From an optimization exercise on the open Yosys and OpenROAD flow, aimed at small area; shortcuts taken in it are not production practice. Only simulation tests tie the RTL to the original design; equivalence was not proved.

==> flow/design.v (excerpt) <==
module Multi_line(
input clk ,
input rstn,
  input   [127:0]M_AXIS_MM2S_0_tdata,
  input   M_AXIS_MM2S_0_tvalid,
  input [4:0] MemRDcount,
  input        SampleValid,
  input [63:0] Sampledata,
  input        CalcOn,
  output[31:0] OutSumr,
  output[31:0] OutSumi
    );
reg [31:0] LineMEM [0:31];
reg [5:0] MemWRcount;
always @(posedge clk or negedge rstn)
	if (!rstn) MemWRcount <= 6'h00;
     else if (M_AXIS_MM2S_0_tvalid) MemWRcount <= MemWRcount + 1;
always @(posedge clk)
	if (M_AXIS_MM2S_0_tvalid && !MemWRcount[5]) LineMEM[MemWRcount[4:0]] <= M_AXIS_MM2S_0_tdata[31:0];
wire signed [24:0] ar = Sampledata[24:0];
wire signed [24:0] ai = Sampledata[56:32];
wire signed [25:0] sp = ar + ai;
wire signed [25:0] sm = ai - ar;
wire [31:0] Rd = LineMEM[MemRDcount];
wire signed [15:0] br = Rd[15:0];
wire signed [15:0] bi = Rd[31:16];
wire signed [16:0] bt = br + bi;
reg [76:0] Samp;
reg [48:0] Coef;
always @(posedge clk)
	Samp <= {ar, sp, sm};
always @(posedge clk or negedge rstn)
	if (!rstn) Coef <= 49'h0;
	else Coef <= {br, bi, bt};
wire [31:0] Mulr;
wire [31:0] Muli;
Compx_4_Mull Compx_4_Mull_inst(
.ar(Samp[76:52]),
.sp(Samp[51:26]),
.sm(Samp[25:0]),
.br(Coef[48:33]),
.bi(Coef[32:17]),
.bt(Coef[16:0]),
.pr(Mulr),
.pi(Muli)
);
reg [31:0] P2r, P2i;
always @(posedge clk) begin
	P2r <= Mulr; P2i <= Muli;
end
reg [31:0] P3r, P3i, P4r, P4i;
always @(posedge clk) begin
	P3r <= P2r; P3i <= P2i;
	P4r <= P3r; P4i <= P3i;
end
reg [31:0] Sumr;
reg [31:0] Sumi;
always @(posedge clk or negedge rstn)
    if (!rstn) begin
         Sumr <= 32'h00000000;
  ...
clock: 10.0 ns
lec_check: 0
cap_margin: 20
core_margin: 2
core_utilization: 60
place_density_lb_addon: 0.2
slew_margin: 20
standard.sh (not shown) runs the stock make flow with config.mk's settings and CLKGATE_MAP_FILE= SYNTH_SCRIPT=/design/flow/synth_recipe.tcl, a recipe that flattens the netlist after the stock synthesis.
==> flow/flow/run.sh <==
#!/bin/bash
# Own flow: the standard layout (standard.sh) with these changes:
#  - synthesis maps the combinational logic with an area-oriented ABC script
#    (flow/abc_area.script) instead of ORFS's delay-oriented one;
#  - after Yosys extracts full adders, flow/fa_polarity.py flips adders (a full
#    adder is self-dual) so that fewer inverters are left between them;
#  - adders ($lcu) use Yosys's Sklansky prefix map instead of Kogge-Stone;
#  - ports are buffered with buf_1, and CTS uses small clock buffers and no
#    dummy loads.
# Registers (dfflibmap) and every other step are ORFS's own.
set -euo pipefail
W=$(pwd)
rm -rf "$W/scripts_area"
cp -r "$FLOW_HOME/scripts" "$W/scripts_area"
cp "$W/flow/abc_area.script" "$W/scripts_area/abc_speed.script"
python3 "$W/flow/patch_synth.py" "$W/scripts_area/synth.tcl" "$W/flow/fa_polarity.py"
bash standard.sh SCRIPTS_DIR="$W/scripts_area" \
  "SYNTH_OPERATIONS_ARGS=-extra-map +/choices/sklansky.v" synth > "$W/flow_synth.log" 2>&1
bash standard.sh \
  "BUFFER_PORTS_ARGS=-buffer_cell sky130_fd_sc_hd__buf_1" \
  "CTS_ARGS=-sink_clustering_enable -repair_clock_nets -dont_use_dummy_load -buf_list {sky130_fd_sc_hd__clkbuf_4 sky130_fd_sc_hd__clkbuf_8}" \
  finish > "$W/flow_finish.log" 2>&1
Other scripts of this flow, unchanged in this note and not shown: flow/flow/abc_area.script, flow/flow/fa_polarity.py, flow/flow/patch_synth.py
Then changed:
--- a/flow/flow/run.sh
+++ b/flow/flow/run.sh
@@ -7,3 +7,3 @@
 #  - adders ($lcu) use Yosys's Sklansky prefix map instead of Kogge-Stone;
-#  - ports are buffered with buf_1, and CTS uses small clock buffers and no
+#  - ports are buffered with buf_1, and CTS uses clkbuf_4 buffers and no
 #    dummy loads.
@@ -20,3 +20,3 @@
   "BUFFER_PORTS_ARGS=-buffer_cell sky130_fd_sc_hd__buf_1" \
-  "CTS_ARGS=-sink_clustering_enable -repair_clock_nets -dont_use_dummy_load -buf_list {sky130_fd_sc_hd__clkbuf_4 sky130_fd_sc_hd__clkbuf_8}" \
+  "CTS_ARGS=-sink_clustering_enable -repair_clock_nets -dont_use_dummy_load -buf_list sky130_fd_sc_hd__clkbuf_4" \
   finish > "$W/flow_finish.log" 2>&1
--- a/flow/config.mk
+++ b/flow/config.mk
@@ -7,3 +7,3 @@
 export LEC_CHECK = 0
-export CAP_MARGIN = 20
+export CAP_MARGIN = 10
 export CORE_MARGIN = 2
@@ -11,2 +11,2 @@
 export PLACE_DENSITY_LB_ADDON = 0.2
-export SLEW_MARGIN = 20
+export SLEW_MARGIN = 10
=> Worst setup slack improved by 0.030 ns. Design area is about the same. Critical path depth stays the same. First-iteration DRC count goes up slightly. Core utilization goes down by 0.15 points. Synthesized cell count stays the same. Area after synthesis is unchanged. Sequential share of layout area goes up by 0.11 points.

-- re-timing with driven ports --
The flow's constraints put no driver on any port. The routed layouts listed below were extracted and timed again, unchanged, in two steps.
Step 1 assumes that a clkbuf_16 drives the clock port and a buf_2 every other input.
Step 2 moves the port delays by t, midway between the first and last clock arrival at a register: inputs arrive t later, outputs are due t later. That takes back most of the time a late clock gives input paths.
a / b / c = ideal / step 1 / step 2; a / b = the first two.
run | t (ns) | slack for setup (ns) | worst register clock-pin slew, ns
the first run | 0.940 | 0.672 / 0.672 / 0.672 | 0.07 / 0.07
the second run | 1.340 | 0.702 / 0.702 / 0.702 | 0.07 / 0.07
After both steps setup and hold are still met in every run listed.
